Context: an optimization exercise on an open-source flow, tuned for small area and a short achievable clock period. The choices shown serve that exercise and are no tape-out recipe. Only simulation tests tie the RTL to the original design; equivalence was not proved. Power and IR drop assume default switching activity.

File: flow/design.v
module MIPS_Multi_Cycle
#
(
parameter WIDTH=32
)
(
input clk,
input reset,
input RegDst,
input ALUSrcA,
input PCSrc,
input PCWrite,
input MemWrite,
input IorD,
input IRWrite,
input MomtoReg,
input RegWrite,
input [2:0] ALUControl,
input [1:0] ALUSrcB,
output [WIDTH-1:0] Simulacion,
output [WIDTH-1:0] out,
output [WIDTH-1:0] pcounter,
output [WIDTH-1:0] instr
);
wire [WIDTH-1:0] RF_A;
wire [WIDTH-1:0] RF_B;
reg [WIDTH-1:0] Adr;
reg [WIDTH-1:0] WData;
wire [WIDTH-1:0] Instruction;
Memory_System Mem(.clk(clk), .Write_Data(RF_B), .Address_i(Adr), .Write_Enable_i(MemWrite), .Instruction_o(Instruction));
wire [WIDTH-1:0] Ms_r;
Register #(.WIDTH(WIDTH)) R_MS (.clk(clk), .reset(reset), .d(Instruction), .enable(IRWrite), .q(Ms_r));
wire [4:0] Write_reg;
mux2to1 #(.WIDTH(5)) Mux_RF(.I0(Ms_r[20:16]), .I1(Ms_r[15:11]), .Sel(RegDst), .Data_out(Write_reg));
wire [WIDTH-1:0] SignImm;
Sign_Extend Sign_Ext(.d(Ms_r[15:0]), .q(SignImm));
wire [WIDTH-1:0] Read_data_1;
wire [WIDTH-1:0] Read_data_2;
Register_file2 Reg_file(.clk(clk), .reset(reset), .Read_Data_1_o(Read_data_1), .Read_Data_2_o(Read_data_2),
								.Read_Register_1_i(Ms_r[25:21]), .Read_Register_2_i(Ms_r[20:16]),
								.Write_Register_i(Write_reg), .Reg_Write_i(RegWrite), .Write_Data_i(WData));
Register #(.WIDTH(WIDTH)) R_RF_A(.d(Read_data_1), .clk(clk), .reset(reset), .enable(1'b1), .q(RF_A));
Register #(.WIDTH(WIDTH)) R_RF_B(.d(Read_data_2), .clk(clk), .reset(reset), .enable(1'b1), .q(RF_B));
wire [WIDTH-1:0] PC;
wire [WIDTH-1:0] SrcA;
mux2to1 #(.WIDTH(WIDTH)) Mux_A_PC(.I0(PC), .I1(RF_A), .Sel(ALUSrcA), .Data_out(SrcA));
wire [WIDTH-1:0] SrcB;
mux4to1 MUX_SrcB(.I0(RF_B), .I1(32'd4), .I2(SignImm), .I3(32'd0), .Sel(ALUSrcB), .Data_out(SrcB));
wire [WIDTH:0] ALUResult;
ALU #(.WIDTH(WIDTH)) ALU_i (.y(ALUResult), .a(SrcA), .b(SrcB), .select(ALUControl));
wire [WIDTH-1:0] ALUOut;
Register #(.WIDTH(WIDTH)) R_ALU(.d(ALUResult), .clk(clk), .reset(reset), .enable(1'b1), .q(ALUOut));
reg [WIDTH-1:0] PC1;
always @*
begin 
 if(PCSrc) 
 PC1=ALUOut;
 else 
 PC1=ALUResult; 
end
Register_PC #(.WIDTH(WIDTH)) R_pc(.d(PC1), .clk(clk), .reset(reset), .enable(PCWrite), .q(PC));
always @*
begin 
 if(IorD) 
 Adr=ALUOut;
 else 
 Adr=PC; 
end
wire [WIDTH-1:0] data;
Register #(.WIDTH(WIDTH)) R_data(.d(Instruction), .clk(clk), .reset(reset), .enable(1'b1), .q(data));
always @*
begin 
 if(MomtoReg) 
 WData=data;
 else 
 WData=ALUOut; 
end
assign pcounter=PC;
assign Simulacion = ALUResult;
assign instr=Ms_r;
assign out=ALUOut;
endmodule 
module Memory_System
#
(
parameter DATA_WIDTH=32,
parameter MEMORY_DEPTH=64)
(
input Write_Enable_i,
input clk,
input [DATA_WIDTH-1:0] Write_Data,
input [DATA_WIDTH-1:0] Address_i,
output reg [DATA_WIDTH-1:0] Instruction_o
);
reg [DATA_WIDTH-1:0] rom [MEMORY_DEPTH-1:0];
reg [DATA_WIDTH-1:0] Instruction_o_rom;
reg [DATA_WIDTH-1:0] Instruction_o_ram;
wire [5:0] word_idx = Address_i[7:2];
wire ram_sel = (Address_i >= 32'h10100000);
initial
	begin
		$readmemh("text.dat", rom);
	end
	always @ (*)
	begin
		Instruction_o_rom = rom[word_idx];
	end
reg [DATA_WIDTH-1:0] ram[MEMORY_DEPTH-1:0];
always @ (posedge clk)
begin
	if (Write_Enable_i && ram_sel)
			ram[word_idx] <= Write_Data;
	if (Write_Enable_i && ram_sel)
			Instruction_o_ram <= Write_Data;
	else
			Instruction_o_ram <= ram[word_idx];
end
always @*
begin
if (ram_sel)
	Instruction_o = Instruction_o_ram;
else
	Instruction_o = Instruction_o_rom;
end
endmodule
module Register#(parameter WIDTH = 5)(q, d, clk, reset, enable);
input [WIDTH-1:0] d;
input clk;
input enable;
input reset;
output reg [WIDTH-1:0]	q;
always @ (posedge reset or posedge clk)
begin
	if (reset)
	begin
		q <= 0;
	end
	else
	begin
		if (enable)
		begin
			q <= d;
		end
	end
end
endmodule
module Register_PC #(parameter WIDTH = 5)(q, d, clk, reset, enable);
input [WIDTH-1:0] d;
input clk;
input enable;
input reset;
output reg [WIDTH-1:0]	q;
always @ (posedge reset or posedge clk)
begin
	if (reset)
	begin
		q <= 32'h00400000;
	end
	else
	begin
		if (enable)
		begin
			q <= d;
		end
	end
end
endmodule
module  Register_file2 #(parameter N=32)(
input clk,
input reset,
input Reg_Write_i,
input [4:0] Write_Register_i,
input [4:0] Read_Register_1_i,
input [4:0] Read_Register_2_i,
input [N-1:0] Write_Data_i,
output [N-1:0] Read_Data_1_o,
output [N-1:0] Read_Data_2_o,
output [2**5-1:0] one
);
wire [2**5-1:0] onehot_code;
wire [2**5-1:0] Q [31:0];
onehot #(.WIDTH(5)) decoder_onehot(.WR(Write_Register_i), .onehot_o(onehot_code));
genvar i;
generate
	for(i=0;i<=2**5-1; i = i + 1) begin: Counter
		Register #(.WIDTH(N)) Registros(.q(Q[i]), .clk(clk), .reset(reset), .d(Write_Data_i), 
		.enable(onehot_code[i] & Reg_Write_i));
	end
endgenerate
assign Read_Data_1_o = Q[Read_Register_1_i];
assign Read_Data_2_o = Q[Read_Register_2_i];
assign one=onehot_code;
endmodule
module onehot #(parameter WIDTH = 5) (
    input [WIDTH-1:0] WR,
    output [2**WIDTH-1:0] onehot_o
);
assign onehot_o[0]=1'b0;
    generate
        genvar i;
        for(i=1; i<=2**WIDTH-1; i=i+1) begin: gen_onehot
				assign onehot_o[i] = (WR == i);
        end
    endgenerate
endmodule
module Sign_Extend
(input [15:0] d,
output [31:0] q);
assign q = d[15]? {{16{1'b1}},d} : {{16{1'b0}},d};
endmodule 
module mux2to1#(parameter WIDTH=5)(I0, I1, Sel, Data_out);
   input [WIDTH-1:0] I0;
   input [WIDTH-1:0] I1;
   input Sel;
   output [WIDTH-1:0] Data_out;
assign Data_out=(Sel)? I1:I0;	
endmodule
module mux4to1(I0, I1, I2, I3, Sel, Data_out);
   input [31:0] I0;
   input [31:0] I1;
   input [31:0] I2;   
   input [31:0] I3;
   input [1:0] Sel;
   output [31:0] Data_out;
   reg [31:0] Data_out;
   parameter S0 = 2'b00;
   parameter S1 = 2'b01;
   parameter S2 = 2'b10;
   parameter S3 = 2'b11;
   always @ (*)
   begin
      case(Sel)
         S0: begin
            Data_out <= I0;
         end
         S1: begin
            Data_out <= I1;
         end
         S2: begin
            Data_out <= I2;
         end
         S3: begin
            Data_out <= I3;
         end
			endcase
   end
endmodule
module ALU (y, a, b, select);		  
parameter WIDTH = 3;
output 	[WIDTH: 0] 	y;
input		[WIDTH-1: 0]	a, b;
input		[2: 0]	select;
reg		[WIDTH: 0]	y;
always @ (*)
begin
y= 32'b0;
case (select)
3'b000:	y = a;
4'b001:	y = a + 1'b1;
3'b010:	y = a + b;
3'b011:	y = a + b + 1'b1;
3'b100:	y = a + {1'b0,~b};
3'b101:	y = a + ({1'b0,~b}) + 1'b1;
3'b110:	y = {1'b0,a} - 1'b1;
3'b111:	y = b;
endcase
end
endmodule
File: flow/text.dat
20090003
200a0007
200b0001
01294820
01495020
01495820
6aa79987
bb91433a
029a7245
d1f6f86c
d340bbcd
cd8778e7
4c73a942
daea58ba
5e503a67
ee897110
3193ca54
452ec40a
90e5e945
6facaa50
29645f8b
5f811cb9
1fcff454
dfc9e3b1
6ed4e94b
42d6cb5c
8fe46024
a091250e
2ca1c789
9c9cea0c
8d9fe5b9
2fd2b7a4
5adad121
bcf74d7a
f543bbcf
bb9d58e4
175f0cd2
87f26aee
fa882692
bc428d42
6980a81f
95c5fb98
8101e89a
2aa4857e
25ece845
34a9af41
b80e3b0d
13ed748b
30a1f6d5
d64a3ce0
57708107
527122dc
06057c82
7576714a
56eaa301
06e0f458
f7acee22
82bde024
fa928906
b0d26ee6
be99854a
6a5ccc2c
00e266d0
01b5577d
File: flow/run.sh
#!/bin/bash
# synth_recipe.tcl (not shown) runs the flow's synth.tcl, then flattens the netlist and writes it again
# the make line also repeats each setting of config.mk as NAME=value (left out here)
make -C /OpenROAD-flow-scripts/flow DESIGN_CONFIG=/design/flow/config.mk WORK_HOME=/design/flow/orfs CLKGATE_MAP_FILE= SYNTH_SCRIPT=/design/flow/synth_recipe.tcl finish
File: flow/config.mk
export PLATFORM = sky130hd
export DESIGN_NAME = MIPS_Multi_Cycle
export DESIGN_NICKNAME = MIPS_Multi_Cycle
export VERILOG_FILES = /design/flow/design.v
export SDC_FILE = /design/flow/constraint.sdc
export NUM_CORES = 4
export LEC_CHECK = 0
export CAP_MARGIN = 20
export CORE_MARGIN = 2
export CORE_UTILIZATION = 30
export PLACE_DENSITY = 0.45
export SLEW_MARGIN = 20
File: flow/constraint.sdc
create_clock -name core_clock -period 12.0 [get_ports {clk}]
set_input_delay 2.4000 -clock core_clock [delete_from_list [all_inputs] [get_ports {clk}]]
set_output_delay 2.4000 -clock core_clock [all_outputs]
set_load 0.01 [all_outputs]
==> results.py, run 1 <==
metrics = {
    "clock_tree": {
        "root_buffer": "clkbuf_16",
        "cts_buffer_depth": 4,
        "cts_setup_buffers": 0,
        "clkLatencyLatePin_ns": 1.02,
        "path_clk_slew_ns": 0.06,
        "cts_resized": 0,
        "clock_sinks": 3238,
        "cts_tree": "done",
        "htreeDepth": 5,
        "ctsHoldBuffers": 0,
        "cts_buffers": 358,
    },
    "floorplanning": {
        "rows": 252,
        "dieArea_sq_mm": 0.479,
        "core_area_sq_mm": 0.471,
        "die_h_um": 692,
        "pin_count": 144,
        "initial_core_util": 0.301,
        "die_x_um": 692,
    },
    "power_and_ir_drop": {
        "leakage_nw": 57.5,
        "p_comb_frac": 0.394,
        "power_frac_seq": 0.370,
        "ir_drop_mv": 0.172,
        "pwr_density_cell_mw_per_mm2": 285,
        "power.share.clock": 0.235,
        "switching_power_w": 0.0196,
        "sw_frac_of_total": 0.416,
        "power_w": 0.0470,
        "internal_power_w": 0.0274,
    },
    "layout": {
        "multi_input_area_sq_mm": 0.0489,
        "fillers": 45200,
        "final_layout_size_suffix_gt1_frac": 0.188,
        "fin_util": 0.349,
        "seq_area_sq_mm": 0.0913,
        "areaGrowthSynthToFinish_pct": 15.9,
        "nets": 10400,
    },
    "global_routing": {
        "grtUsageTotal": 0.246,
        "grt_pass1_vias": 98600,
        "grt_max_degree": 158,
        "grt_remaining_overflow": 0,
        "grt_pass1_wl_mm": 829,
        "antenna_found_initial": 64,
    },
    "timing": {
        "worst_pin_slew_ns": 1.36,
        "finalCritPeriodShare": 0.968,
        "hold_violations": 0,
        "finalSetupViolations": 0,
        "fin_skew_ns": 0.110,
        "slew_viol_final": 0,
        "worst_hold_slack_ns": 0.508,
        "max_slew_margin": 0.0892,
        "fmax_mhz": 86.1,
        "rsz0062_at_grt": "false",
        "finalWorstSetupSlack_ns": 0.381,
        "fin_crit_ns": 11.62,
    },
    "routing": {
        "antenna_left": 0,
        "drc": 0,
        "via_per_inst": 6.00,
        "drt_iter0_drc": 14800,
        "num_vias": 101000,
        "wl_mm": 608,
        "drt-pass1-iter-count": 12,
        "wire_per_inst_um": 36.0,
    },
    "yosys": {
        "synth.distinct_cells": 129,
        "synth_top_flop_cell": "edfxtp_1",
        "async_flop_share": 0.366,
        "netlist_instances": 10200,
        "synth_edf_count": 2048,
        "synth_top_area_cell": "edfxtp_1",
        "syn_nets": 10300,
        "synth_area_sq_mm": 0.142,
        "synth_top_area_frac": 0.433,
        "syn_avg_cell_area_sq_um": 13.9,
        "synthTopCellsByArea": "edfxtp_1, dfrtp_1, mux4_2",
        "ys_seq_area_frac": 0.642,
        "ys_seq_elements": 3238,
        "yosys_warnings": 8,
    },
    "worst_setup_path": {
        "crit_chain": "buf_2 > buf_4 > mux2_2 > ha_1 > a21oi_2 > o21ai_0 > a21oi_1 > a21oi_1 > o21ai_0 > a31oi_1 > xnor2_1 > o21ai_2 > nor4_2 > buf_4 > xor2_1 > a2111oi_1 > nor2_1 > clkdlybuf4s50_1",
        "rrSetupSlack_ns": 5.08,
        "critPathSlowestCell": "a2111oi_1",
        "start_kind": "input pin",
        "end_kind": "output pin",
        "required_ns": 9.60,
        "critical_path_class": "input pin to output pin",
        "cp.arrival_ns": 9.22,
        "path_max_fanout": 14,
        "slowest_delay_ns": 0.64,
    },
    "job": {
        "cap_violations": 0,
    },
    "place": {
        "dp_slack_ns": 0.0594,
        "portBuffers": 143,
        "post-dp-hpwl_mm": 362,
        "gp_congestion": 0.943,
    },
    "worst_hold_path": {
        "hp-class": "flop to flop",
    },
    "run_status": {
        "outcome": "complete, no violations",
    },
}
==> synth_stat cells, drive strengths merged, types with 26 or more instances <==
master	number
a21o	30
dfrtp	1183
nand2	253
a221oi	192
mux2i	92
xnor2	53
a22oi	586
nor3	49
a31oi	43
a222oi	65
mux4	674
inv	90
xor2	26
o21ai	212
mux2	54
a22o	166
nand3	188
o211ai	38
buf	125
ha	107
or3	41
nor2	1382
o22ai	39
or4	49
a21oi	1226
clkbuf	669
edfxtp	2048
nand4	118
==> through the flow <==
step | cell area (sq um) | TNS, ns | std cells
3_3_place_gp | 153000 | -0.107 | 16100
6_report | 165000 | 0 | 16900
5_1_grt | 165000 | 0 | 16900
2_1_floorplan | 142000 | -7988.62 | 10200
3_5_place_dp | 153000 | 0 | 16100
4_1_cts | 164000 | 0 | 16800
==> kinds of logic after synthesis <==
family / after synthesis / synth area share
fa+ha+maj: 110 / 0.00984
buf+inv: 890 / 0.0248
compound gates: 2836 / 0.131
mux: 820 / 0.118
simple gates: 2225 / 0.0692
flops: 3238 / 0.642
xor+xnor: 79 / 0.00487
==> cell type report <==
| class | count | area share |
|---|---|---|
| tap | 6223 | 0.0473 |
| antenna | 72 | 0.00109 |
| timing repair buffer | 520 | 0.0271 |
| clock buffer | 479 | 0.0600 |
| clock inverter | 181 | 0.0107 |
| inverter | 96 | 0.00221 |
| multi-input combinational | 6070 | 0.297 |
| sequential | 3238 | 0.555 |
==> state kept, by name, indices dropped and copies added (netlist names), named ones only <==
signal / count
Mem.ram: 2048
Reg_file.Counter.Registros.q: 992
R_ALU.q: 32
R_MS.q: 32
R_RF_A.q: 32
R_RF_B.q: 32
R_data.q: 32
R_pc.q: 32
==> worst max-delay path, delay by kind of cell <==
kind | cells | cell delay, ns
AO/OA/AOI/OAI | 8 | 2.89
XOR/XNOR | 2 | 0.65
adder cells (fa/ha/maj) | 1 | 0.54
buffers and inverters | 4 | 1.51
multiplexers | 1 | 0.40
AND/OR/NAND/NOR | 2 | 0.81
==> layout by cell type, fill, tap and decap left out, types with 156 or more instances in the layout <==
cell type	instances
clkbuf_16	361
o21ai_0	203
nand3_1	186
dfrtp_1	1151
nor2_4	156
a22oi_1	586
edfxtp_1	2048
nor2_1	1220
buf_4	361
a22o_1	166
a221oi_1	191
a21oi_1	1218
mux4_2	674
nand2_1	251
==> layer usage <==
layer | vias to the layer above | global-route usage | share of wire
met5 | - | 0.000500 | 0.00036
met4 | 24 | 0.136 | 0.068
met3 | 1997 | 0.0549 | 0.091
met2 | 6287 | 0.379 | 0.44
met1 | 52700 | 0.321 | 0.40
li1 | 40300 | - | -
==> final timing paths <==
kind                                        startpoint                                        endpoint  depth (start not counted)
worst max-delay path                           ALUSrcA                                  Simulacion[26]                         18
worst min-delay path            R_MS.q[31]$_DFFE_PP0P_                          R_MS.q[31]$_DFFE_PP0P_                          1
worst max register to register  R_RF_B.q[12]$_DFF_PP0_                          R_pc.q[26]$_DFFE_PP0P_                         18
worst min register to register  R_MS.q[31]$_DFFE_PP0P_                          R_MS.q[31]$_DFFE_PP0P_                          1
max in group asynchronous                        reset                           R_RF_B.q[0]$_DFF_PP0_                          5
min in group asynchronous                        reset  Reg_file.Counter[4].Registros.q[9]$_DFFE_PP0P_                          3
==> power groups by stage <==
stage          Combinational [W]  Sequential (W)  Clock, W
2_1_floorplan            0.00987          0.0168         0
3_3_place_gp              0.0179          0.0175         0
3_5_place_dp              0.0181          0.0175         0
4_1_cts                   0.0182          0.0173    0.0112
5_1_grt                   0.0193          0.0176    0.0117
6_report                  0.0185          0.0174    0.0111
==> run 2: changes to the inputs <==
==> flow/design.v (replaced) <==
module MIPS_Multi_Cycle
#(
parameter WIDTH=32
)
(
input clk,
input reset,
input RegDst,
input ALUSrcA,
input PCSrc,
input PCWrite,
input MemWrite,
input IorD,
input IRWrite,
input MomtoReg,
input RegWrite,
input [2:0] ALUControl,
input [1:0] ALUSrcB,
output [WIDTH-1:0] Simulacion,
output [WIDTH-1:0] out,
output [WIDTH-1:0] pcounter,
output [WIDTH-1:0] instr
);
integer k;
reg [31:0] PC, IR, A, B, ALUOut, Data;
wire [31:0] Adr     = IorD ? ALUOut : PC;
wire [5:0]  idx     = Adr[7:2];
wire        ram_sel = (Adr >= 32'h10100000);
reg [31:0] rom [0:63];
initial $readmemh("text.dat", rom);
wire [31:0] rom_q = rom[idx];
reg  [31:0] ram [0:63];
reg  [5:0]  ram_ra;
wire        ram_we = MemWrite & ram_sel;
genvar gi;
generate
  for (gi = 0; gi < 64; gi = gi + 1) begin : g_ram
    always @(posedge clk)
      if (ram_we && idx == gi)
        ram[gi] <= B;
  end
endgenerate
always @(posedge clk)
  ram_ra <= idx;
reg [63:0] ra_dec;
reg [31:0] ram_q;
always @* begin
  for (k = 0; k < 64; k = k + 1)
    ra_dec[k] = (ram_ra == k);
  ram_q = 32'd0;
  for (k = 0; k < 64; k = k + 1)
    ram_q = ram_q | ({32{ra_dec[k]}} & ram[k]);
end
wire [31:0] Mem = ram_sel ? ram_q : rom_q;
reg [31:0] rf [1:31];
reg [31:1] rf_v;
wire [4:0]  wa = RegDst ? IR[15:11] : IR[20:16];
wire [31:0] wd = MomtoReg ? Data : ALUOut;
generate
  for (gi = 1; gi < 32; gi = gi + 1) begin : g_rf
    always @(posedge clk)
      if (RegWrite && wa == gi)
        rf[gi] <= wd;
    always @(posedge clk or posedge reset)
      if (reset)
        rf_v[gi] <= 1'b0;
      else if (RegWrite && wa == gi)
        rf_v[gi] <= 1'b1;
  end
endgenerate
reg [31:0] rs_dec, rt_dec;
reg [31:0] rd1, rd2;
always @* begin
  rs_dec[0] = 1'b0;
  rt_dec[0] = 1'b0;
  for (k = 1; k < 32; k = k + 1) begin
    rs_dec[k] = rf_v[k] & (IR[25:21] == k);
    rt_dec[k] = rf_v[k] & (IR[20:16] == k);
  end
  rd1 = 32'd0;
  rd2 = 32'd0;
  for (k = 1; k < 32; k = k + 1) begin
    rd1 = rd1 | ({32{rs_dec[k]}} & rf[k]);
    rd2 = rd2 | ({32{rt_dec[k]}} & rf[k]);
  end
end
wire [31:0] SrcA = ALUSrcA ? A : PC;
reg  [31:0] SrcB;
always @* begin
  case (ALUSrcB)
    2'd0: SrcB = B;
    2'd1: SrcB = 32'd4;
    2'd2: SrcB = {{16{IR[15]}}, IR[15:0]};
    default: SrcB = 32'd0;
  endcase
end
reg  [31:0] Y;
reg         cin;
always @* begin
  case (ALUControl)
    3'd0: begin Y = 32'd0;        cin = 1'b0; end
    3'd1: begin Y = 32'd0;        cin = 1'b1; end
    3'd2: begin Y = SrcB;         cin = 1'b0; end
    3'd3: begin Y = SrcB;         cin = 1'b1; end
    3'd4: begin Y = ~SrcB;        cin = 1'b0; end
    3'd5: begin Y = ~SrcB;        cin = 1'b1; end
    3'd6: begin Y = 32'hffffffff; cin = 1'b0; end
    default: begin Y = 32'd0;     cin = 1'b0; end
  endcase
end
wire [32:0] sum = {SrcA, 1'b1} + {Y, cin};
wire [31:0] ALUResult = (ALUControl == 3'd7) ? SrcB : sum[32:1];
always @(posedge clk or posedge reset) begin
  if (reset) begin
    PC     <= 32'h00400000;
    IR     <= 32'd0;
    A      <= 32'd0;
    B      <= 32'd0;
    ALUOut <= 32'd0;
    Data   <= 32'd0;
  end else begin
    A      <= rd1;
    B      <= rd2;
    ALUOut <= ALUResult;
    Data   <= Mem;
    if (IRWrite) IR <= Mem;
    if (PCWrite) PC <= PCSrc ? ALUOut : ALUResult;
  end
end
assign Simulacion = ALUResult;
assign out        = ALUOut;
assign pcounter   = PC;
assign instr      = IR;
endmodule
--- a/flow/config.mk
+++ b/flow/config.mk
@@ -9,4 +9,5 @@
 export CORE_MARGIN = 2
-export CORE_UTILIZATION = 30
-export PLACE_DENSITY = 0.45
+export CORE_UTILIZATION = 50
+export PLACE_DENSITY = 0.65
+export SETUP_SLACK_MARGIN = 4
 export SLEW_MARGIN = 20
==> run 2 against run 1 <==
Against the previous run: still clean; register-to-register slack better by 1.3 ns; wire length down 1.0%; power down 21%; critical path depth up 1; utilization up 24 points; global-route usage up 20 points; flip-flop and latch count up 31; count of clock-buffer cells in the layout down 71; clock skew down 0.0058 ns; sequential power down 11%; largest power group is now registers.
==> results.py, run 2 <==
metrics = {
    "run_status": {
        "outcome": "complete, no violations",
    },
    "yosys": {
        "synth_top_area_frac": 0.712,
        "synth_top_family_by_area": "compound AO/OA/AOI/OAI gates",
        "synth_xor_area_frac": 0.00164,
        "synth.distinct_cells": 82,
        "netlist_instances": 8132,
        "syn_nets": 8194,
        "synth_top_area_cell": "edfxtp_1",
        "syn_avg_cell_area_sq_um": 15.8,
        "yosys-top-cells-count": "edfxtp_1, a22oi_1, clkbuf_1",
        "synth.most_common_cell": "edfxtp_1",
        "synth_edf_count": 3040,
        "synthMuxAreaShare": 0.0136,
        "synth_top_flop_cell": "edfxtp_1",
        "yosys_warnings": 3,
        "async_flop_share": 0.0682,
        "yosys.area_share.simple": 0.0614,
        "synthTopCellsByArea": "edfxtp_1, a22oi_1, dfrtp_1",
        "ys_seq_area_frac": 0.757,
        "synth_fa_ha_area_frac": 0.00455,
        "ys_seq_elements": 3269,
        "synth_compound_area_frac": 0.144,
        "synth_area_sq_mm": 0.128,
    },
    "clock_tree": {
        "clock_sinks": 3269,
        "path_clk_slew_ns": 0.06,
        "cts_buffers": 342,
        "cts_buffer_depth": 4,
        "htreeDepth": 5,
        "cts_tree": "done",
        "ctsHoldBuffers": 0,
        "root_buffer": "clkbuf_16",
        "clkLatencyLatePin_ns": 1.03,
    },
    "layout": {
        "final_cell_mix": "edfxtp_1, a22oi_1, nand2_1",
        "nets": 8557,
        "largest-register": "ram",
        "final_common_cell": "edfxtp_1",
        "reg_top3": "ram: 2048 flops, rf: 992 flops",
        "largest_reg_flops": 2048,
        "fin_util": 0.585,
        "fillers": 19000,
        "multi_input_area_sq_mm": 0.0310,
        "final_layout_size_suffix_gt1_frac": 0.171,
        "areaGrowthSynthToFinish_pct": 16.0,
        "instances_no_fill": 12200,
        "seq_area_sq_mm": 0.0970,
    },
    "place": {
        "dp_slack_ns": 1.86,
        "placed_cells": 11400,
        "gp_congestion": 0.984,
        "post-dp-hpwl_mm": 317,
        "portBuffers": 143,
    },
    "routing": {
        "wire_per_inst_um": 49.4,
        "drc": 0,
        "antenna_left": 0,
        "drt-pass1-iter-count": 15,
        "drt_iter0_drc": 27500,
        "num_vias": 98400,
        "via_per_inst": 8.07,
        "wl_mm": 602,
    },
    "timing": {
        "fmax_mhz": 121,
        "rsz0062_at_grt": "true",
        "hold_violations": 0,
        "max_slew_margin": 0.131,
        "fin_skew_ns": 0.104,
        "finalSetupViolations": 0,
        "worst_pin_slew_ns": 1.29,
        "finalCritPeriodShare": 0.687,
        "setup_tns_ns": 0,
        "finalWorstSetupSlack_ns": 3.76,
        "slew_viol_final": 0,
        "fin_crit_ns": 8.24,
    },
    "power_and_ir_drop": {
        "ir_drop_mv": 0.190,
        "power_w": 0.0372,
        "leakage_nw": 49.3,
        "pwr_density_cell_mw_per_mm2": 250,
    },
    "worst_setup_path": {
        "critical_path_class": "input pin to output pin",
        "crit_start": "ALUSrcB[1]",
        "r2r-start": "ram_ra[1]$_DFF_P_",
        "start_kind": "input pin",
        "slowest_delay_ns": 0.41,
        "path_max_fanout": 5,
        "rrSetupSlack_ns": 6.37,
        "ff2ff_path_depth": 11,
        "critPathSlowestCell": "fa_2",
        "required_ns": 9.60,
        "endpoint": "Simulacion[23]",
        "end_kind": "output pin",
        "crit_chain": "buf_12 > buf_12 > mux2i_1 > or2_4 > o21ai_4 > a21oi_4 > fa_2 > a21oi_4 > o211ai_1 > a32oi_2 > o211ai_1 > buf_4 > buf_6 > a31o_2 > a21oi_2 > xnor2_1 > nor2_1 > a21oi_2 > buf_2",
        "cp.arrival_ns": 5.84,
        "r2r_end": "IR[30]$_DFFE_PP0P_",
    },
    "global_routing": {
        "grt_pass1_wl_mm": 783,
        "grt_pass1_vias": 88100,
        "grt_max_degree": 82,
        "antenna_found_initial": 52,
        "grtUsageTotal": 0.450,
        "grt_remaining_overflow": 0,
    },
    "floorplanning": {
        "pin_count": 144,
        "die_x_um": 510,
        "dieArea_sq_mm": 0.260,
        "die_h_um": 510,
        "initial_core_util": 0.504,
        "rows": 185,
        "core_area_sq_mm": 0.254,
    },
    "worst_hold_path": {
        "hp-class": "flop to flop",
    },
    "job": {
        "cap_violations": 0,
    },
}
==> run 2: per-stage QoR <==
stage / area (sq um) / hold slack (ns)
3_3_place_gp: 135000 / 0.466
6_report: 149000 / 0.496
3_5_place_dp: 136000 / 0.466
2_1_floorplan: 128000 / 0.446
4_1_cts: 148000 / 0.480
5_1_grt: 149000 / 0.497
==> run 2: cell type report <==
type | count | area share
Tap cell | 3366 | 0.0283
Sequential cell | 3269 | 0.653
Clock inverter | 195 | 0.0132
Multi-Input combinational cell | 4275 | 0.209
Inverter | 26 | 0.000715
Timing Repair Buffer | 581 | 0.0344
Antenna cell | 69 | 0.00116
Clock buffer | 408 | 0.0609
==> run 2: worst min-delay path by stage <==
stage                         start                   end  cells after the start
2_1_floorplan  rf_v[10]$_DFFE_PP0P_  rf_v[10]$_DFFE_PP0P_                      1
3_3_place_gp   rf_v[12]$_DFFE_PP0P_  rf_v[12]$_DFFE_PP0P_                      1
3_5_place_dp   rf_v[12]$_DFFE_PP0P_  rf_v[12]$_DFFE_PP0P_                      1
4_1_cts        rf_v[12]$_DFFE_PP0P_  rf_v[12]$_DFFE_PP0P_                      1
5_1_grt        rf_v[12]$_DFFE_PP0P_  rf_v[12]$_DFFE_PP0P_                      1
6_report        rf_v[9]$_DFFE_PP0P_   rf_v[9]$_DFFE_PP0P_                      1
==> run 2: worst max-delay path: cells and delay by family <==
kind | cells | cell delay, ns
xor+xnor | 1 | 0.12
fa+ha+maj | 1 | 0.41
buf+inv | 5 | 0.75
compound gates | 9 | 1.62
mux | 1 | 0.12
simple gates | 2 | 0.40
==> run 2: where the power goes <==
group	total, W	switching, W	internal, W
Clock	0.0107	0.00452	0.00615
Combinational	0.0111	0.00837	0.00271
Sequential	0.0154	0.000809	0.0146
==> run 2: repair_timing <==
item,4_1_cts,5_1_grt
setup buffers,85,24
resized for setup,224,70
pin swaps,74,60
setup endpoints to repair,32,23
cloned,9,2
==> run 2: cell families (layout without fill, tap and decap cells) <==
kind of cell    Yosys count  after routing
compound gates         2433           2433
xor+xnor                 24             24
fa+ha+maj                46             46
buf+inv                 590           1210
flops                  3269           3269
mux                     159            159
other cells               0             69
simple gates           1611           1613
==> run 2: routing by layer <==
layer / up-vias / routed length, um / global-route usage / share of wire
met5: - / 877 / 0.0197 / 0.0015
met4: 63 / 48100 / 0.259 / 0.080
met3: 3106 / 123000 / 0.236 / 0.20
met2: 12600 / 233000 / 0.596 / 0.39
met1: 48200 / 196000 / 0.585 / 0.33
li1: 34400 / - / - / -
==> run 3: changes to the inputs <==
--- a/flow/design.v
+++ b/flow/design.v
@@ -86,28 +86,5 @@
 end
-wire [31:0] SrcA = ALUSrcA ? A : PC;
-reg  [31:0] SrcB;
-always @* begin
-  case (ALUSrcB)
-    2'd0: SrcB = B;
-    2'd1: SrcB = 32'd4;
-    2'd2: SrcB = {{16{IR[15]}}, IR[15:0]};
-    default: SrcB = 32'd0;
-  endcase
-end
-reg  [31:0] Y;
-reg         cin;
-always @* begin
-  case (ALUControl)
-    3'd0: begin Y = 32'd0;        cin = 1'b0; end
-    3'd1: begin Y = 32'd0;        cin = 1'b1; end
-    3'd2: begin Y = SrcB;         cin = 1'b0; end
-    3'd3: begin Y = SrcB;         cin = 1'b1; end
-    3'd4: begin Y = ~SrcB;        cin = 1'b0; end
-    3'd5: begin Y = ~SrcB;        cin = 1'b1; end
-    3'd6: begin Y = 32'hffffffff; cin = 1'b0; end
-    default: begin Y = 32'd0;     cin = 1'b0; end
-  endcase
-end
-wire [32:0] sum = {SrcA, 1'b1} + {Y, cin};
-wire [31:0] ALUResult = (ALUControl == 3'd7) ? SrcB : sum[32:1];
+wire [31:0] ALUResult;
+ALU alu_i (.PC(PC), .A(A), .B(B), .Imm(IR[15:0]), .ALUSrcA(ALUSrcA), .ALUSrcB(ALUSrcB),
+           .ALUControl(ALUControl), .y(ALUResult));
 always @(posedge clk or posedge reset) begin
@@ -134 +111,31 @@
 endmodule
+module ALU (
+input  [31:0] PC,
+input  [31:0] A,
+input  [31:0] B,
+input  [15:0] Imm,
+input         ALUSrcA,
+input  [1:0]  ALUSrcB,
+input  [2:0]  ALUControl,
+output [31:0] y
+);
+wire [2:0] op   = ALUControl;
+wire       op7  = (op == 3'd7);
+wire       inv  = (op == 3'd4) | (op == 3'd5) | (op == 3'd6);
+wire       useb = op[1] | op[2];
+wire       cin  = op[0] & ~op7;
+wire [31:0] imm = {{16{Imm[15]}}, Imm};
+reg  [31:0] SrcB;
+always @* begin
+  case (ALUSrcB)
+    2'd0: SrcB = B;
+    2'd1: SrcB = 32'd4;
+    2'd2: SrcB = imm;
+    default: SrcB = 32'd0;
+  endcase
+end
+wire [31:0] a = op7 ? 32'd0 : (ALUSrcA ? A : PC);
+wire [31:0] b = (((op == 3'd6) | ~useb) ? 32'd0 : SrcB) ^ {32{inv}};
+wire [32:0] s = {a, 1'b1} + {b, cin};
+assign y = s[32:1];
+endmodule
==> flow/flow/run.sh (new file) <==
#!/bin/bash
# Own flow: the standard layout, except that the ALU module is mapped by
# ABC with a delay-driven script (flow/abc_fast.script). The rest of the
# design, its registers included, is synthesized as standard.sh does, but
# without the adder-cell step (ADDER_MAP_FILE empty), so ABC maps the adder.
# Timing repair aims 6 ns above the target, the port buffers are buf_2, and
# clock tree synthesis adds no dummy loads.
set -euo pipefail
W=$(pwd)
rm -rf "$W/scripts"
cp -r "$FLOW_HOME/scripts" "$W/scripts"
cp "$W/flow/abc_fast.script" "$W/scripts/abc_fast.script"
python3 - "$W/scripts/synth.tcl" <<'PY'
import sys
p = sys.argv[1]
s = open(p).read()
old = "  log_cmd abc {*}$abc_args\n"
assert s.count(old) == 1, "abc call not found"
new = ("  set abc_args_fast [lreplace $abc_args 1 1 $::env(SCRIPTS_DIR)/abc_fast.script]\n"
       "  log_cmd abc {*}$abc_args_fast ALU\n"
       "  log_cmd abc {*}$abc_args $::env(DESIGN_NAME)\n")
open(p, "w").write(s.replace(old, new))
PY
bash "$W/standard.sh" "SCRIPTS_DIR=$W/scripts" "ADDER_MAP_FILE=" "SETUP_SLACK_MARGIN=6" \
  "BUFFER_PORTS_ARGS=-buffer_cell sky130_fd_sc_hd__buf_2" \
  "CTS_ARGS=-sink_clustering_enable -repair_clock_nets -sink_clustering_size 25 -sink_clustering_max_diameter 70 -buf_list {sky130_fd_sc_hd__clkbuf_4 sky130_fd_sc_hd__clkbuf_8 sky130_fd_sc_hd__clkbuf_16} -dont_use_dummy_load" finish > "$W/flow_make.log" 2>&1
==> flow/flow/abc_fast.script (new file) <==
strash
dch
map -B 0.9
topo
buffer -c
topo
stime -c
upsize -c
dnsize -c
==> flow/standard.sh (new file) <==
#!/bin/bash
# synth_recipe.tcl (not shown) runs the flow's synth.tcl, then flattens the netlist and writes it again
# the make line also repeats each setting of config.mk as NAME=value (left out here)
make -C /OpenROAD-flow-scripts/flow DESIGN_CONFIG=/design/flow/config.mk WORK_HOME=/design/flow/orfs CLKGATE_MAP_FILE= SYNTH_SCRIPT=/design/flow/synth_recipe.tcl "${@:-finish}"
--- a/flow/config.mk
+++ b/flow/config.mk
@@ -10,4 +10,8 @@
 export CORE_UTILIZATION = 50
-export PLACE_DENSITY = 0.65
-export SETUP_SLACK_MARGIN = 4
+export CTS_BUF_LIST = sky130_fd_sc_hd__clkbuf_4 sky130_fd_sc_hd__clkbuf_8 sky130_fd_sc_hd__clkbuf_16
+export CTS_CLUSTER_DIAMETER = 70
+export CTS_CLUSTER_SIZE = 25
+export PLACE_DENSITY = 0.62
+export SETUP_SLACK_MARGIN = 5
 export SLEW_MARGIN = 20
+export SYNTH_HIERARCHICAL = 1
removed: flow/run.sh
==> run 3 against run 2 <==
Against the previous run: still clean; synthesized area increased by 2.0%; sequential power about the same; hold slack got worse by 0.012 ns; combinational power increased by 12%; flip-flop and latch count unchanged; critical path depth unchanged; register-to-register slack got worse by 0.60 ns; clock skew decreased by 0.0015 ns; cell count increased by 1.4%; largest cell class unchanged; highest routed layer unchanged.
==> results.py, run 3 <==
metrics = {
    "run_status": {
        "outcome": "complete, no violations",
    },
    "clock_tree": {
        "cts_tree": "done",
        "path_clk_slew_ns": 0.09,
        "htreeDepth": 4,
        "cts_buffer_depth": 3,
        "root_buffer": "clkbuf_16",
        "clkLatencyLatePin_ns": 0.93,
        "clock_sinks": 3269,
        "cts_buffers": 175,
    },
    "worst_setup_path": {
        "crit_chain": "buf_12 > nor2_4 > buf_12 > buf_16 > nand2_4 > nand2_2 > nand2_2 > nand3b_1 > nand2_4 > inv_4 > nand2_1 > nor2_4 > nand3_1 > nand2_4 > nand2_1 > nand2_1 > nand2_1 > nand2_2 > buf_2",
        "critPathSlowestCell": "nand3b_1",
        "end_kind": "output pin",
        "critical_path_class": "input pin to output pin",
        "required_ns": 9.60,
        "cp_common_cell": "nand2_1",
        "slowest_delay_ns": 0.18,
        "ff2ff_path_depth": 11,
        "cp.arrival_ns": 4.58,
        "start_kind": "input pin",
        "path_max_fanout": 6,
    },
    "layout": {
        "nets": 8903,
        "final_layout_size_suffix_gt1_frac": 0.169,
        "reg_top3": "ram: 2048 flops, rf: 992 flops",
        "largest-register": "ram",
        "areaGrowthSynthToFinish_pct": 11.0,
        "final_common_cell": "edfxtp_1",
        "final_cell_mix": "edfxtp_1, a22oi_1, nand2_1",
        "largest_reg_flops": 2048,
        "fillers": 20300,
    },
    "job": {
        "cap_violations": 0,
    },
    "worst_hold_path": {
        "hold-path-cell-count": 1,
        "hp-class": "flop to flop",
    },
    "yosys": {
        "syn_avg_cell_area_sq_um": 15.0,
        "netlist_instances": 8710,
        "synth.most_common_cell": "edfxtp_1",
        "synth_edf_count": 3040,
        "yosys-top-cells-count": "edfxtp_1, a22oi_1, nand2_1",
        "synthTopCellsByArea": "edfxtp_1, a22oi_1, dfrtp_1",
        "synth_top_area_cell": "edfxtp_1",
        "ys_seq_elements": 3269,
        "synth_area_sq_mm": 0.131,
        "synth_top_flop_cell": "edfxtp_1",
        "syn_nets": 8726,
        "yosys_warnings": 10,
        "async_flop_share": 0.0682,
        "ys_seq_area_frac": 0.742,
        "synth_top_area_frac": 0.698,
        "synth.distinct_cells": 96,
    },
    "timing": {
        "fin_skew_ns": 0.102,
        "finalCritPeriodShare": 0.582,
        "setup_tns_ns": 0,
        "finalSetupViolations": 0,
        "worst_pin_slew_ns": 1.39,
        "fmax_mhz": 143,
        "fin_crit_ns": 6.98,
        "hold_violations": 0,
        "rsz0062_at_grt": "true",
        "finalWorstSetupSlack_ns": 5.02,
        "max_slew_margin": 0.0689,
        "slew_viol_final": 0,
        "worst_hold_slack_ns": 0.484,
    },
    "floorplanning": {
        "core_area_sq_mm": 0.260,
        "dieArea_sq_mm": 0.266,
        "rows": 187,
        "initial_core_util": 0.503,
        "die_h_um": 515,
        "pin_count": 144,
        "die_x_um": 515,
    },
    "global_routing": {
        "grt_pass1_wl_mm": 833,
        "grt_remaining_overflow": 0,
        "grt_max_degree": 143,
        "antenna_found_initial": 59,
        "grtUsageTotal": 0.473,
        "grt_pass1_vias": 90400,
    },
    "place": {
        "post-dp-hpwl_mm": 349,
        "gp_congestion": 0.966,
        "portBuffers": 143,
        "dp_slack_ns": 4.20,
    },
    "power_and_ir_drop": {
        "ir_drop_mv": 0.172,
        "leakage_nw": 48.7,
        "pwr_density_cell_mw_per_mm2": 235,
    },
    "routing": {
        "drt_iter0_drc": 28300,
        "num_vias": 103000,
        "wl_mm": 645,
        "wire_per_inst_um": 52.2,
        "via_per_inst": 8.35,
        "antenna_left": 0,
        "drt-pass1-iter-count": 13,
        "drc": 0,
    },
}
-- run 3: logic make-up after synthesis --
kind of cell              count (synthesis)  synth area share
buffers and inverters                   742            0.0230
muxes                                   180            0.0146
AOI/OAI and AO/OA                      2256             0.133
and+or+nand+nor                        2242            0.0864
DFF                                    3269             0.742
xor gates and xnor gates                 21           0.00141
-- run 3: routing by layer --
metal,wire length [um],GRT usage
met3,136000,0.275
met2,246000,0.609
met4,49900,0.273
met1,212000,0.611
met5,991,0.00968
-- run 3: power by group --
group	leakage, nW	switching, W	internal (W)
logic	16.1	0.00962	0.00278
clock network	2.16	0.00359	0.00259
registers	30.4	0.000838	0.0146
-- run 3: path summary, 6_finish.rpt --
check,startpoint,endpoint,slack (ns)
setup / recovery,ALUSrcB[0],Simulacion[28],5.02
hold / removal,rf_v[23]$_DFFE_PP0P_,rf_v[23]$_DFFE_PP0P_,0.48
setup reg to reg,ram_ra[1]$_DFF_P_,IR[10]$_DFFE_PP0P_,5.77
hold reg to reg,rf_v[23]$_DFFE_PP0P_,rf_v[23]$_DFFE_PP0P_,0.48
max in group asynchronous,reset,B[16]$_DFF_PP0_,9.20
min in group asynchronous,reset,B[12]$_DFF_PP0_,1.44
-- run 3: cell type report --
class                      count  area (sq um)  area share
timing repair buffer         602          4810      0.0332
timing repair inverter         1          7.51   0.0000517
sequential                  3269         97100       0.669
clock buffer                 175          4380      0.0302
antenna                       72           180     0.00124
tap                         3402          4260      0.0293
multi-input combinational   4702         33900       0.233
inverter                     136           546     0.00376
-- run 3: worst max-delay path: cells and delay by family --
family	cells	cell delay, ns
buffers and inverters	5	0.62
AND/OR/NAND/NOR	14	1.54
-- run 3: what timing repair did --
| item | CTS | global route |
|---|---|---|
| buffers inserted | 83 | 24 |
| gates resized for setup | 220 | 86 |
| endpoints found under the setup margin | 514 | 285 |
| pin swaps | 97 | 58 |
| hold buffers | 0 | 0 |
| gates cloned | 9 | 0 |
-- run 3: stage by stage --
stage                     area [sq um]  total power (W)  utilization  cells
after global placement          138000           0.0264        0.531  12000
after CTS                       144000           0.0326        0.555  12300
after floorplan                 131000           0.0201            -   8710
after detailed placement        138000           0.0265        0.531  12000
final                           145000           0.0340        0.559  12400
after global routing            145000           0.0340        0.558  12300
-- run 3: modules after synthesis (local to each module, per instance) --
module	flops+latches	cell area [sq um]
ALU	0	4060
MIPS_Multi_Cycle	3269	127000
==> run 4: changes to the inputs <==
--- a/flow/flow/run.sh
+++ b/flow/flow/run.sh
@@ -2,4 +2,5 @@
 # Own flow: the standard layout, except that the ALU module is mapped by
-# ABC with a delay-driven script (flow/abc_fast.script). The rest of the
-# design, its registers included, is synthesized as standard.sh does, but
+# ABC with a delay-driven script (flow/abc_fast.script) and the rest with an
+# area-oriented one (flow/abc_top.script). The design, its registers
+# included, is otherwise synthesized as standard.sh does, but
 # without the adder-cell step (ADDER_MAP_FILE empty), so ABC maps the adder.
@@ -12,2 +13,3 @@
 cp "$W/flow/abc_fast.script" "$W/scripts/abc_fast.script"
+cp "$W/flow/abc_top.script" "$W/scripts/abc_top.script"
 python3 - "$W/scripts/synth.tcl" <<'PY'
@@ -20,3 +22,4 @@
        "  log_cmd abc {*}$abc_args_fast ALU\n"
-       "  log_cmd abc {*}$abc_args $::env(DESIGN_NAME)\n")
+       "  set abc_args_top [lreplace $abc_args 1 1 $::env(SCRIPTS_DIR)/abc_top.script]\n"
+       "  log_cmd abc {*}$abc_args_top $::env(DESIGN_NAME)\n")
 open(p, "w").write(s.replace(old, new))
==> flow/flow/abc_top.script (new file) <==
&get -n
&st
&synch2
&dch
&nf -a
&st
&dch
&nf -a
&put
buffer -c
topo
stime -c
upsize -c
dnsize -c
==> run 4 against run 3 <==
Against the previous run: still clean on timing, DRC and antenna; die area decreased by 1.6%; non-clock buffer count rose by 9; clock power shrank 2%; fmax grew 0.88%; critical path depth is 2 higher; largest cell class unchanged; highest routed layer unchanged.
==> results.py, run 4 <==
metrics = {
    "run_status": {
        "outcome": "complete, no violations",
    },
    "layout": {
        "final_common_cell": "edfxtp_1",
        "areaGrowthSynthToFinish_pct": 11.0,
        "instances_no_fill": 12100,
        "fillers": 20100,
        "largest-register": "ram",
        "reg_top3": "ram: 2048 flops, rf: 992 flops",
        "largest_reg_flops": 2048,
        "final_layout_size_suffix_gt1_frac": 0.172,
        "nets": 8699,
        "final_cell_mix": "edfxtp_1, a22oi_1, nand2_1",
    },
    "yosys": {
        "synth_top_area_cell": "edfxtp_1",
        "synthMuxAreaShare": 0.00521,
        "synth_top_flop_cell": "edfxtp_1",
        "ys_seq_area_frac": 0.754,
        "syn_nets": 8511,
        "synth_compound_area_frac": 0.121,
        "yosys.area_share.simple": 0.0962,
        "synth_top_family_by_area": "compound AO/OA/AOI/OAI gates",
        "synth.most_common_cell": "edfxtp_1",
        "synth_fa_ha_area_frac": 0,
        "ys_seq_elements": 3269,
        "async_flop_share": 0.0682,
        "synth_top_area_frac": 0.710,
        "synth_xor_area_frac": 0.00143,
        "yosys_warnings": 10,
        "netlist_instances": 8495,
        "synth_edf_count": 3040,
        "synth_area_sq_mm": 0.129,
        "synthTopCellsByArea": "edfxtp_1, a22oi_1, dfrtp_1",
        "yosys-top-cells-count": "edfxtp_1, a22oi_1, nand2_1",
        "synth.distinct_cells": 86,
        "syn_avg_cell_area_sq_um": 15.1,
    },
    "routing": {
        "drt-pass1-iter-count": 15,
        "drt_iter0_drc": 29800,
        "via_per_inst": 8.15,
        "num_vias": 98700,
        "wire_per_inst_um": 51.0,
        "drc": 0,
        "antenna_left": 0,
        "wl_mm": 617,
    },
    "power_and_ir_drop": {
        "p_comb_frac": 0.327,
        "internal_power_w": 0.0194,
        "pwr_density_cell_mw_per_mm2": 222,
        "power.share.clock": 0.190,
        "sw_frac_of_total": 0.388,
        "leakage_nw": 47.5,
        "ir_drop_mv": 0.127,
        "switching_power_w": 0.0123,
        "power_frac_seq": 0.483,
    },
    "floorplanning": {
        "die_h_um": 511,
        "core_area_sq_mm": 0.256,
        "rows": 186,
        "dieArea_sq_mm": 0.261,
        "pin_count": 144,
        "die_x_um": 511,
        "initial_core_util": 0.502,
    },
    "worst_setup_path": {
        "path_max_fanout": 7,
        "required_ns": 9.60,
        "critical_path_class": "input pin to output pin",
        "slowest_delay_ns": 0.17,
        "end_kind": "output pin",
        "cp.arrival_ns": 4.52,
        "cpLargestDelayFamily": "simple AND/OR/NAND/NOR gates",
        "critPathSlowestCell": "nor2_4",
        "cp_common_cell": "nand2_4",
        "critPathBufInv": 6,
        "crit_chain": "buf_12 > nor2_4 > buf_12 > buf_16 > buf_12 > nand2_8 > nand3_4 > nand2_4 > nand2_4 > nand2_4 > nor2_4 > nand2_4 > nand2_4 > nand3_2 > nand3b_1 > buf_6 > nand2_2 > nand2_1 > nand2_1 > nand2_2 > buf_2",
        "start_kind": "input pin",
    },
    "place": {
        "placed_cells": 11800,
        "portBuffers": 143,
        "dp_slack_ns": 4.35,
        "gp_congestion": 0.964,
        "post-dp-hpwl_mm": 329,
    },
    "worst_hold_path": {
        "hp-class": "flop to flop",
    },
    "global_routing": {
        "grt_max_degree": 74,
        "grt_pass1_wl_mm": 802,
        "antenna_found_initial": 47,
        "grtUsageTotal": 0.458,
        "grt_remaining_overflow": 0,
        "grt_pass1_vias": 88300,
    },
    "clock_tree": {
        "root_buffer": "clkbuf_16",
        "ctsHoldBuffers": 0,
        "cts_tree": "done",
        "path_clk_slew_ns": 0.08,
        "htreeDepth": 4,
        "cts_buffer_depth": 3,
        "clkLatencyLatePin_ns": 0.91,
        "clock_sinks": 3269,
        "cts_buffers": 169,
    },
    "timing": {
        "rsz0062_at_grt": "true",
        "fmax_mhz": 145,
        "finalWorstSetupSlack_ns": 5.08,
        "finalSetupViolations": 0,
        "fin_crit_ns": 6.92,
        "fin_skew_ns": 0.0908,
        "hold_violations": 0,
        "worst_pin_slew_ns": 1.29,
        "slew_viol_final": 0,
        "max_slew_margin": 0.134,
        "setup_tns_ns": 0,
        "finalCritPeriodShare": 0.576,
    },
    "job": {
        "cap_violations": 0,
    },
}
-- run 4: modules after synthesis (local to each module, per instance) --
module | copies in the design | cells inside
ALU | 1 | 934
MIPS_Multi_Cycle | 1 | 7561
-- run 4: path summary, 6_finish.rpt --
kind	start	to	slack, ns	cells after the start
worst min register to register	rf_v[31]$_DFFE_PP0P_	rf_v[31]$_DFFE_PP0P_	0.48	1
worst max-delay path	ALUSrcB[0]	Simulacion[27]	5.08	21
worst min-delay path	rf_v[31]$_DFFE_PP0P_	rf_v[31]$_DFFE_PP0P_	0.48	1
min in group asynchronous	reset	PC[28]$_DFFE_PP0P_	1.79	3
worst max register to register	ram_ra[1]$_DFF_P_	IR[11]$_DFFE_PP0P_	6.80	11
max in group asynchronous	reset	B[15]$_DFF_PP0_	7.72	5
-- run 4: area by class of cell --
class | instances | area [sq um] | share of cell area
antenna | 49 | 123 | 0.000859
tap | 3384 | 4230 | 0.0297
sequential | 3269 | 97000 | 0.680
inverter | 136 | 569 | 0.00399
clock buffer | 169 | 4230 | 0.0296
timing repair buffer | 611 | 4960 | 0.0347
timing repair inverter | 1 | 7.51 | 0.0000526
multi-input combinational | 4495 | 31600 | 0.221
-- run 4: worst reg2reg max path, cell delays in order (launching register included) --
cell and delay [ns]:
dfxtp_1 0.54, nor2b_4 0.21, buf_4 0.32, buf_4 0.59
and2_2 0.60, buf_4 0.63, buf_4 0.56, a22oi_1 0.18
nand4_1 0.14, nor4_1 0.06, a31oi_1 1.00, mux2_2 0.33
-- run 4: what timing repair did --
| action | in CTS | in global routing |
|---|---|---|
| endpoints found under the setup margin | 626 | 324 |
| setup buffers | 78 | 41 |
| gates cloned | 7 | 2 |
| pin swaps | 103 | 71 |
| gates resized for setup | 193 | 170 |
-- run 4: cell families after synthesis --
group                  count (synthesis)
flip-flops                          3269
AND/OR/NAND/NOR                     2473
AO/OA/AOI/OAI                       1938
buffers and inverters                734
multiplexers                          60
XOR/XNOR                              21
-- run 4: through the flow --
| stage | instance area (sq um) | hold slack (ns) | total power, W | util |
|---|---|---|---|---|
| global route | 143000 | 0.498 | 0.0318 | 0.556 |
| global placement | 135000 | 0.459 | 0.0245 | 0.528 |
| CTS | 141000 | 0.477 | 0.0305 | 0.551 |
| detailed placement | 136000 | 0.459 | 0.0245 | 0.528 |
| floorplan | 129000 | 0.446 | 0.0193 | - |
| finish | 143000 | 0.480 | 0.0317 | 0.557 |
-- run 4: power groups by stage --
stage	Combinational (W)	Sequential [W]	Clock (W)
2_1_floorplan	0.00381	0.0154	0
3_3_place_gp	0.00905	0.0154	0
3_5_place_dp	0.00907	0.0154	0
4_1_cts	0.00933	0.0152	0.00595
5_1_grt	0.0102	0.0153	0.00631
6_report	0.0104	0.0153	0.00603
-- run 4: metal layers --
metal,GRT usage,wire [um]
met5,0.0192,1040
met4,0.247,44300
met1,0.605,204000
met2,0.597,238000
met3,0.247,131000
==> run 5: changes to the inputs <==
--- a/flow/config.mk
+++ b/flow/config.mk
@@ -9,3 +9,3 @@
 export CORE_MARGIN = 2
-export CORE_UTILIZATION = 50
+export CORE_UTILIZATION = 60
 export CTS_BUF_LIST = sky130_fd_sc_hd__clkbuf_4 sky130_fd_sc_hd__clkbuf_8 sky130_fd_sc_hd__clkbuf_16
@@ -13,3 +13,3 @@
 export CTS_CLUSTER_SIZE = 25
-export PLACE_DENSITY = 0.62
+export PLACE_DENSITY = 0.72
 export SETUP_SLACK_MARGIN = 5
==> run 5 against run 4 <==
Against the previous run: sequential share of layout area grew 0.35 points; highest routed layer unchanged; combinational power is essentially flat; power grew 0.17%; synthesized area is the same; global-route usage grew 7.1 points; die area shrank 17%; register-to-register slack lost 0.25 ns; critical endpoint is now Simulacion[18].
==> results.py, run 5 <==
metrics = {
    "yosys": {
        "synth_compound_area_frac": 0.121,
        "synthMuxAreaShare": 0.00521,
        "synth_fa_ha_area_frac": 0,
        "yosys-top-cells-count": "edfxtp_1, a22oi_1, nand2_1",
        "yosys.area_share.simple": 0.0962,
        "netlist_instances": 8495,
        "yosys_warnings": 10,
        "synth_edf_count": 3040,
        "async_flop_share": 0.0682,
        "synth_area_sq_mm": 0.129,
        "synth_top_area_frac": 0.710,
        "synth_xor_area_frac": 0.00143,
        "synthTopCellsByArea": "edfxtp_1, a22oi_1, dfrtp_1",
        "synth_top_flop_cell": "edfxtp_1",
        "synth.distinct_cells": 86,
        "syn_avg_cell_area_sq_um": 15.1,
        "ys_seq_elements": 3269,
        "ys_seq_area_frac": 0.754,
        "synth_top_area_cell": "edfxtp_1",
        "syn_nets": 8511,
        "synth_top_family_by_area": "compound AO/OA/AOI/OAI gates",
        "synth.most_common_cell": "edfxtp_1",
    },
    "timing": {
        "fin_skew_ns": 0.120,
        "finalSetupViolations": 0,
        "slew_viol_final": 0,
        "rsz0062_at_grt": "true",
        "max_slew_margin": 0.0645,
        "setup_tns_ns": 0,
        "fmax_mhz": 143,
        "hold_violations": 0,
        "fin_crit_ns": 6.99,
        "worst_pin_slew_ns": 1.40,
        "finalCritPeriodShare": 0.583,
    },
    "global_routing": {
        "antenna_found_initial": 56,
        "grt_remaining_overflow": 0,
        "grtUsageTotal": 0.528,
        "grt_use_met2": 0.673,
        "grt_pass1_vias": 89400,
        "use_met3": 0.332,
        "grt_pass1_wl_mm": 769,
        "use_met1": 0.675,
        "top_usage_layer": "met1",
        "grt_max_degree": 140,
    },
    "place": {
        "post-dp-hpwl_mm": 311,
        "gp_congestion": 0.983,
        "portBuffers": 143,
    },
    "power_and_ir_drop": {
        "leakage_nw": 47.4,
        "ir_drop_mv": 0.153,
        "pwr_density_cell_mw_per_mm2": 224,
    },
    "layout": {
        "fin_util": 0.668,
        "largest_reg_flops": 2048,
        "final_layout_size_suffix_gt1_frac": 0.175,
        "reg_top3": "ram: 2048 flops, rf: 992 flops",
        "nets": 8705,
        "fillers": 14300,
        "areaGrowthSynthToFinish_pct": 10.4,
        "largest-register": "ram",
        "final_cell_mix": "edfxtp_1, a22oi_1, nand2_1",
        "final_common_cell": "edfxtp_1",
    },
    "worst_setup_path": {
        "critical_path_class": "input pin to output pin",
        "start_kind": "input pin",
        "slowest_delay_ns": 0.24,
        "cpLargestDelayFamily": "simple AND/OR/NAND/NOR gates",
        "cp_common_cell": "nand2_2",
        "critPathBufInv": 5,
        "critPathSlowestCell": "xor2_2",
        "path_max_fanout": 6,
        "crit_chain": "buf_12 > nor2_4 > buf_12 > buf_8 > nand2_2 > nand2_1 > nand2_1 > nand2_1 > nand2_2 > nand2_4 > nor2_4 > nand2_2 > nand2_2 > buf_4 > a21oi_2 > nand3_2 > xor2_2 > buf_2",
        "required_ns": 9.60,
        "cp.arrival_ns": 4.59,
        "end_kind": "output pin",
    },
    "clock_tree": {
        "clkLatencyLatePin_ns": 0.90,
        "root_buffer": "clkbuf_16",
        "htreeDepth": 4,
        "clock_sinks": 3269,
        "cts_tree": "done",
        "cts_buffers": 167,
        "path_clk_slew_ns": 0.10,
        "cts_buffer_depth": 3,
    },
    "floorplanning": {
        "core_area_sq_mm": 0.213,
        "pin_count": 144,
        "die_h_um": 467,
        "die_x_um": 467,
        "dieArea_sq_mm": 0.218,
        "initial_core_util": 0.605,
        "rows": 169,
    },
    "job": {
        "cap_violations": 0,
    },
    "routing": {
        "drt_iter0_drc": 32800,
        "wl_mm": 590,
        "wire_per_inst_um": 51.0,
        "num_vias": 101000,
        "antenna_left": 0,
        "via_per_inst": 8.73,
        "drt-pass1-iter-count": 31,
        "drc": 0,
    },
    "worst_hold_path": {
        "hp-class": "flop to flop",
    },
    "run_status": {
        "outcome": "complete, no violations",
    },
}
[run 5: cell counts after synthesis]
Identical to the previous run, type by type.
[run 5: final timing paths]
path                                      start                   end  cells past startpoint  slack, ns
max in group asynchronous                 reset     Data[2]$_DFF_PP0_                      4       8.01
hold reg to reg            rf_v[21]$_DFFE_PP0P_  rf_v[21]$_DFFE_PP0P_                      1       0.49
min in group asynchronous                 reset       B[21]$_DFF_PP0_                      2       1.76
setup reg to reg              ram_ra[1]$_DFF_P_    IR[19]$_DFFE_PP0P_                      9       6.55
setup / recovery                     ALUSrcB[0]        Simulacion[18]                     18       5.01
hold / removal             rf_v[21]$_DFFE_PP0P_  rf_v[21]$_DFFE_PP0P_                      1       0.49
[run 5: per-stage QoR]
| step | cell area, sq um | worst slack (ns) | hold slack, ns | total power, W | cells |
|---|---|---|---|---|---|
| global route | 142000 | 4.95 | 0.491 | 0.0317 | 11500 |
| global placement | 135000 | 4.33 | 0.459 | 0.0243 | 11200 |
| detailed placement | 135000 | 4.29 | 0.461 | 0.0244 | 11200 |
| finish | 142000 | 5.01 | 0.488 | 0.0317 | 11600 |
| floorplan | 129000 | 5.38 | 0.446 | 0.0193 | 8495 |
| CTS | 141000 | 5.17 | 0.484 | 0.0303 | 11500 |
[run 5: kinds of logic after synthesis]
kind of cell | Yosys count
flip-flops | 3269
multiplexers | 60
XOR/XNOR | 21
AO/OA/AOI/OAI | 1938
buffers and inverters | 734
AND/OR/NAND/NOR | 2473
[run 5: routing by layer]
metal  part of all wire  routed length, um  vias up
li1                   -                  -    34900
met1               0.31             180000    48100
met2               0.37             219000    14100
met3               0.23             136000     3788
met4              0.089              52600       83
met5             0.0031               1820        -
[run 5: layout make-up]
type / count / area [sq um] / share of cell area
diodes: 63 / 158 / 0.00111
clock buffers: 167 / 4180 / 0.0294
inverters: 136 / 556 / 0.00391
multi-input cells: 4495 / 31600 / 0.222
flip-flops and latches: 3269 / 97000 / 0.683
well taps: 2821 / 3530 / 0.0249
repair buffers: 620 / 5000 / 0.0352
[run 5: report_power, final]
part	total, W	switching (W)	internal (W)
clock	0.00593	0.00345	0.00248
combinational	0.0105	0.00809	0.00241
sequential	0.0153	0.000793	0.0145
total	0.0317	0.0123	0.0194
[run 5: modules after synthesis (local to each module, per instance)]
module,cells inside,times used,flops+latches,cell area [sq um]
ALU,934,1,0,4060
MIPS_Multi_Cycle,7561,1,3269,125000
[run 5: what timing repair did]
action | 4_1_cts | 5_1_grt
setup endpoints to repair | 228 | 346
setup buffers | 97 | 41
hold buffers | 0 | 0
resized for setup | 248 | 142
pin swaps | 154 | 108
cloned | 9 | 0
==> run 6: changes to the inputs <==
--- a/flow/config.mk
+++ b/flow/config.mk
@@ -9,3 +9,3 @@
 export CORE_MARGIN = 2
-export CORE_UTILIZATION = 60
+export CORE_UTILIZATION = 65
 export CTS_BUF_LIST = sky130_fd_sc_hd__clkbuf_4 sky130_fd_sc_hd__clkbuf_8 sky130_fd_sc_hd__clkbuf_16
@@ -13,3 +13,3 @@
 export CTS_CLUSTER_SIZE = 25
-export PLACE_DENSITY = 0.72
+export PLACE_DENSITY = 0.76
 export SETUP_SLACK_MARGIN = 5
==> run 6 against run 5 <==
Against the previous run: count of clock-buffer cells in the layout shrank 2; global-route usage grew 3.9 points; clock power is essentially flat; now fails the layout checks on capacitance limit; utilization grew 5.1 points.
==> results.py, run 6 <==
metrics = {
    "worst_hold_path": {
        "hp-class": "flop to flop",
        "min-delay-start": "rf_v[13]$_DFFE_PP0P_",
    },
    "place": {
        "postPlaceCellArea_sq_mm": 0.134,
        "post-dp-hpwl_mm": 311,
        "gp_congestion": 0.998,
        "portBuffers": 143,
    },
    "yosys": {
        "synth_top_flop_cell": "edfxtp_1",
        "synth_top_area_cell": "edfxtp_1",
        "synth_compound_area_frac": 0.121,
        "synth.distinct_cells": 86,
        "ys_seq_area_frac": 0.754,
        "synthMuxAreaShare": 0.00521,
        "synthTopCellsByArea": "edfxtp_1, a22oi_1, dfrtp_1",
        "ys_seq_elements": 3269,
        "synth_area_sq_mm": 0.129,
        "synth_xor_area_frac": 0.00143,
        "syn_avg_cell_area_sq_um": 15.1,
        "synth_edf_count": 3040,
        "yosys-top-cells-count": "edfxtp_1, a22oi_1, nand2_1",
        "async_flop_share": 0.0682,
        "synth_top_family_by_area": "compound AO/OA/AOI/OAI gates",
        "synth.most_common_cell": "edfxtp_1",
        "netlist_instances": 8495,
        "yosys.area_share.simple": 0.0962,
        "yosys_warnings": 10,
        "syn_nets": 8511,
        "synth_fa_ha_area_frac": 0,
        "synth_top_area_frac": 0.710,
    },
    "power_and_ir_drop": {
        "p_comb_frac": 0.330,
        "ir_drop_mv": 0.199,
        "sw_frac_of_total": 0.389,
        "power.share.clock": 0.186,
        "internal_power_w": 0.0194,
        "power_frac_seq": 0.483,
        "switching_power_w": 0.0123,
        "pwr_density_cell_mw_per_mm2": 224,
        "leakage_nw": 47.3,
    },
    "global_routing": {
        "grt_max_degree": 162,
        "grt_pass1_vias": 90700,
        "antenna_found_initial": 60,
        "grt_remaining_overflow": 0,
        "grt_pass1_wl_mm": 768,
        "grtUsageTotal": 0.568,
    },
    "clock_tree": {
        "clock_sinks": 3269,
        "cts_buffer_depth": 3,
        "root_buffer": "clkbuf_16",
        "ctsHoldBuffers": 0,
        "path_clk_slew_ns": 0.07,
        "clkLatencyLatePin_ns": 0.91,
        "cts_tree": "done",
        "cts_buffers": 165,
        "htreeDepth": 4,
    },
    "worst_setup_path": {
        "r2r-start": "ram_ra[5]$_DFF_P_",
        "r2r_end": "IR[30]$_DFFE_PP0P_",
        "critical_path_class": "input pin to output pin",
        "crit_start": "ALUSrcB[1]",
        "path_max_fanout": 7,
        "start_kind": "input pin",
        "cp.arrival_ns": 4.49,
        "rrSetupSlack_ns": 6.48,
        "ff2ff_path_depth": 9,
        "end_kind": "output pin",
        "endpoint": "Simulacion[29]",
        "required_ns": 9.60,
    },
    "routing": {
        "wl_mm": 586,
        "antenna_left": 0,
        "wire_per_inst_um": 51.4,
        "top_layer_used": "met5",
        "wl_met3_mm": 140,
        "drc": 0,
        "drt-pass1-iter-count": 21,
        "via_per_inst": 8.96,
        "wl_met1_mm": 174,
        "wl_met2_mm": 212,
        "drt_iter0_drc": 33300,
        "num_vias": 102000,
    },
    "layout": {
        "final_layout_size_suffix_gt1_frac": 0.171,
        "finish.instance_area_sq_mm": 0.142,
        "largest-register": "ram",
        "reg_top3": "ram: 2048 flops, rf: 992 flops",
        "largest_reg_flops": 2048,
        "areaGrowthSynthToFinish_pct": 10.1,
        "final_common_cell": "edfxtp_1",
        "final_cell_mix": "edfxtp_1, a22oi_1, nand2_1",
        "fin_util": 0.719,
        "nets": 8697,
        "fillers": 12400,
    },
    "floorplanning": {
        "die_h_um": 449,
        "pin_count": 144,
        "die_x_um": 449,
        "dieArea_sq_mm": 0.201,
        "initial_core_util": 0.653,
        "rows": 163,
        "core_area_sq_mm": 0.197,
    },
    "timing": {
        "hold_violations": 0,
        "max_slew_margin": 0.0116,
        "setup_tns_ns": 0,
        "slew_viol_final": 0,
        "worst_pin_slew_ns": 1.47,
        "rsz0062_at_grt": "true",
        "fmax_mhz": 145,
        "fin_skew_ns": 0.134,
        "fin_crit_ns": 6.89,
        "finalSetupViolations": 0,
        "finalCritPeriodShare": 0.574,
    },
    "run_status": {
        "so_faults": "capacitance limit",
        "outcome": "complete, but fails checks",
    },
    "job": {
        "cap_violations": 1,
    },
}
[run 6: cell counts after synthesis]
Identical to the previous run, type by type.
[run 6: cell type report]
class | count | area, sq um | share of cell area
multi-input cells | 4494 | 31500 | 0.222
inverters | 136 | 558 | 0.00394
well taps | 2640 | 3300 | 0.0233
repair buffers | 614 | 4940 | 0.0348
flip-flops and latches | 3269 | 97000 | 0.685
diodes | 90 | 225 | 0.00159
repair inverters | 1 | 7.51 | 0.0000530
clock buffers | 165 | 4130 | 0.0291
[run 6: worst min-delay path by stage]
stage / end / cells past startpoint
after floorplan: rf_v[10]$_DFFE_PP0P_ / 1
after global placement: rf_v[12]$_DFFE_PP0P_ / 1
after detailed placement: rf_v[6]$_DFFE_PP0P_ / 1
after CTS: rf_v[11]$_DFFE_PP0P_ / 1
after global routing: rf_v[11]$_DFFE_PP0P_ / 1
final: rf_v[13]$_DFFE_PP0P_ / 1
[run 6: layer usage]
metal  up-vias  track usage
met5         -       0.0485
met4        91        0.357
met3      4262        0.394
met2     15000        0.698
met1     48000        0.712
li1      34900            -
[run 6: metrics by stage]
stage	setup WS, ns	cells	total power [W]	hold WS, ns
global route	5.01	11300	0.0316	0.503
global placement	4.35	11000	0.0242	0.461
floorplan	5.38	8495	0.0193	0.446
finish	5.11	11400	0.0317	0.486
detailed placement	4.38	11000	0.0243	0.463
CTS	5.21	11300	0.0302	0.478
[run 6: kinds of logic (layout without fill, tap and decap cells)]
| logic type | Yosys count | count (layout) |
|---|---|---|
| DFF | 3269 | 3269 |
| and+or+nand+nor | 2473 | 2475 |
| AOI/OAI and AO/OA | 1938 | 1938 |
| buffers and inverters | 734 | 916 |
| muxes | 60 | 60 |
| xor gates and xnor gates | 21 | 21 |
| other | 0 | 90 |
[run 6: power groups by stage]
stage	clock [W]	combinational, W	sequential [W]
global route	0.00614	0.0101	0.0153
detailed placement	0	0.00884	0.0155
finish	0.00590	0.0105	0.0153
CTS	0.00576	0.00920	0.0152
global placement	0	0.00879	0.0154
floorplan	0	0.00381	0.0154
[run 6: critical path: stages]
cell and delay (ns):
buf_12 0.12, inv_8 0.04, nor2_4 0.09, buf_12 0.16, buf_6 0.12, nand2_4 0.04
nand2_1 0.09, nand2_1 0.08, nand3b_1 0.20, nand2_4 0.12, nor2_4 0.18, nand2_4 0.11
nor2_4 0.12, nand3_2 0.09, nand2_4 0.14, nand2_2 0.07, nand2_1 0.07, nand2_1 0.06
nand2_2 0.08, buf_6 0.10
[run 6: timing repair]
item                                    4_1_cts  5_1_grt
endpoints found under the setup margin      848      260
buffers inserted                            114       31
endpoints found under the hold margin         0        0
resized for setup                           246      111
pin swaps                                   112       81
gates cloned                                  9        0
[run 6: Yosys stat by module (local to each module, per instance)]
module	copies in the design	cells	area, sq um	flops+latches
ALU	1	934	4060	0
MIPS_Multi_Cycle	1	7561	125000	3269

Re-timed with assumed drivers on the ports (clkbuf_16 on the clock, buf_2 on other inputs), run 6 has 5.018 ns of setup slack against 5.106 ns with ideal ports, and 4.923 ns once port delays also move by the mid clock arrival of 0.929 ns.
